From an optimization exercise on the open Yosys and OpenROAD flow, aimed at small area; shortcuts taken in it are not production practice.
The RTL was checked by simulation tests, not by an equivalence proof against the original design.
The clock port is modelled as an ideal driver; clocking choices that lean on that would not hold on a real chip.
No activity file was given, so power comes from the tool's default toggle rates.

gamma:
// niosv_reset_looper
module niosv_reset_looper (
	input  wire        clk,
	input  wire        reset,
	input  wire [11:0] csr_sub_araddr,
	input  wire [2:0]  csr_sub_arprot,
	output wire        csr_sub_arready,
	input  wire        csr_sub_arvalid,
	input  wire [11:0] csr_sub_awaddr,
	input  wire [2:0]  csr_sub_awprot,
	output wire        csr_sub_awready,
	input  wire        csr_sub_awvalid,
	input  wire        csr_sub_bready,
	output wire [1:0]  csr_sub_bresp,
	output wire        csr_sub_bvalid,
	output wire [31:0] csr_sub_rdata,
	input  wire        csr_sub_rready,
	output wire [1:0]  csr_sub_rresp,
	output wire        csr_sub_rvalid,
	input  wire [31:0] csr_sub_wdata,
	output wire        csr_sub_wready,
	input  wire [3:0]  csr_sub_wstrb,
	input  wire        csr_sub_wvalid,
	input  wire [11:0] looper_sub_araddr,
	input  wire [2:0]  looper_sub_arprot,
	output wire        looper_sub_arready,
	input  wire        looper_sub_arvalid,
	input  wire [11:0] looper_sub_awaddr,
	input  wire [2:0]  looper_sub_awprot,
	output wire        looper_sub_awready,
	input  wire        looper_sub_awvalid,
	input  wire        looper_sub_bready,
	output wire [1:0]  looper_sub_bresp,
	output wire        looper_sub_bvalid,
	output wire [31:0] looper_sub_rdata,
	input  wire        looper_sub_rready,
	output wire [1:0]  looper_sub_rresp,
	output wire        looper_sub_rvalid,
	input  wire [31:0] looper_sub_wdata,
	output wire        looper_sub_wready,
	input  wire [3:0]  looper_sub_wstrb,
	input  wire        looper_sub_wvalid
);
export LEC_CHECK = 0
export CAP_MARGIN = 20
export CORE_MARGIN = 2
export CORE_UTILIZATION = 35
export SLEW_MARGIN = 20
create_clock -name core_clock -period 5.0 [get_ports {clk}]
standard.sh (not shown) runs the stock make flow with config.mk's settings and CLKGATE_MAP_FILE= SYNTH_SCRIPT=/design/flow/synth_recipe.tcl, a recipe that flattens the netlist after the stock synthesis.
==> flow/flow/run.sh <==
#!/bin/bash
# The standard ORFS layout (standard.sh) with these changes:
#  - synthesis maps logic with an area-oriented ABC script (flow/synth.tcl);
#  - ports are buffered with buf_1;
#  - one tie cell drives all constant outputs (no per-load tie cells);
#  - CTS builds the tree from clkbuf_4 (root clkbuf_8) without dummy load
#    cells, then leaf buffers with a large fanout are upsized to clkbuf_8
#    (flow/clk_upsize.tcl) to keep flip-flop clock slews low.
set -euo pipefail
here=$(pwd)
export AREA_ABC_SCRIPT=$here/flow/area.abc
export SKIP_REPAIR_TIE_FANOUT=1
export BUFFER_PORTS_ARGS="-buffer_cell sky130_fd_sc_hd__buf_1"
export CTS_ARGS="-sink_clustering_enable -repair_clock_nets -dont_use_dummy_load -buf_list sky130_fd_sc_hd__clkbuf_4 -root_buf sky130_fd_sc_hd__clkbuf_8"
sed "s#SYNTH_SCRIPT=[^ ]*#SYNTH_SCRIPT=$here/flow/synth.tcl#" standard.sh > area_flow.sh
bash area_flow.sh cts > orfs_flow_to_cts.log 2>&1
RESULTS_DIR=$(ls -d $here/orfs/results/*/niosv_reset_looper/base) openroad -no_init -exit $here/flow/clk_upsize.tcl > clk_upsize.log 2>&1
bash area_flow.sh > orfs_flow.log 2>&1
==> flow/flow/area.abc <==
&get -n
&st
&dch
&nf -R 1000
&put
strash
dch
map -a
&get -n
&st
&dch
&nf -R 1000
&put
==> flow/flow/clk_upsize.tcl <==
# Upsize the clock tree's leaf buffers that drive many flip-flops
# (fanout >= 10) from clkbuf_4 to clkbuf_8, then re-legalize placement.
set results $::env(RESULTS_DIR)
read_db $results/4_cts.odb
set block [ord::get_db_block]
set big [[ord::get_db] findMaster sky130_fd_sc_hd__clkbuf_8]
foreach inst [$block getInsts] {
  if {[[$inst getMaster] getName] ne "sky130_fd_sc_hd__clkbuf_4"} { continue }
  set net [[$inst findITerm X] getNet]
  if {$net eq "NULL" || [$net getSigType] ne "CLOCK"} { continue }
  set fanout [expr {[llength [$net getITerms]] - 1}]
  if {$fanout >= 10} {
    puts "upsizing [$inst getName] (fanout $fanout)"
    $inst swapMaster $big
  }
}
detailed_placement
check_placement -verbose
write_db $results/4_cts.odb
==> flow/flow/synth.tcl <==
# synth_recipe.tcl with one change: ABC maps the logic with flow/area.abc
# (area-oriented) instead of ORFS's speed script. Flip-flops are mapped
# before ABC runs, so registers are the same as the standard synthesis.
proc synth {args} { yosys synth -nofsm -noshare {*}$args }
proc abc {args} {
  set i [lsearch $args -script]
  lset args [expr {$i + 1}] $::env(AREA_ABC_SCRIPT)
  yosys abc {*}$args
}
source $::env(SCRIPTS_DIR)/synth.tcl
# left out here: clear keep_hierarchy, flatten, clean up, hide names made inside functions, write 1_2_yosys.v
The inputs of epsilon differ from those of gamma as listed below.
-- flow/design.v --
<<< gamma, line 152
wire [11:0] l_imm = -l_addr;
wire        l_nz = ~a_is0;
wire [20:0] lui_c;
wire [19:0] lui_hi;
assign lui_c[0] = jump_addr_reg[11];
genvar gi;
generate for (gi = 0; gi < 20; gi = gi + 1) begin : g_inc
	assign lui_hi[gi] = jump_addr_reg[12 + gi] ^ lui_c[gi];
	assign lui_c[gi + 1] = jump_addr_reg[12 + gi] & lui_c[gi];
end endgenerate
always @ (posedge clk) begin
	if(l_proc) l_a0 <= l_addr[0];
>>> epsilon, line 152
wire [11:0] l_imm = -l_addr;
wire        l_nz = ~a_is0;
wire [19:0] lui_hi = jump_addr_reg[31:12] + {19'd0, jump_addr_reg[11]};
always @ (posedge clk) begin
	if(l_proc) l_a0 <= l_addr[0];
- ~same power drawn by the combinational cells in gamma and epsilon
- Cmp gamma and epsilon / fraction of final layout cells with drive strength greater than 1 / lower: epsilon
- Weighted congestion at the end of routability-driven global placement | epsilon above gamma
- Going from gamma to epsilon, data arrival time of the critical path shrinks by 1.38 ns.
- epsilon completed end to end with timing, DRC and antenna clean.
- For internal power of the cells, gamma and epsilon come out practically identical.
- Comparing gamma and epsilon, the lower non-clock buffer contribution to total cell area was measured on epsilon.
- gamma has higher mean post-synth cell area than epsilon.
- Between gamma and epsilon, the starting density of the core does not differ in any meaningful way.
- Status: source-to-sink clock delay at the later pin of the worst-skew pair parity (gamma, epsilon)
- Of gamma and epsilon, the higher number of stages on the worst setup path belongs to gamma.

[static timing again, ports no longer ideal]
In the flow no input, the clock included, has a driving cell. The finished layouts below were timed again as built, in two steps.
Step 1, drivers: a clkbuf_16 drives clk and a buf_2 each remaining input, both assumed.
Step 2, shift: input delay + t, output delay - t, t = (earliest + latest rising clock arrival at the registers) / 2. This alone moves slack from input paths to output paths.
Three values: ideal ports, drivers, drivers and shift; two values: the first two.
run	t (ns)	setup WS [ns]	hold slack, ns
gamma	0.447	0.425 / 0.425 / 0.425	0.450 / 0.450 / 0.450
epsilon	0.460	1.825 / 1.825 / 1.825	0.448 / 0.448 / 0.448
After both steps setup and hold are still met in every run listed.
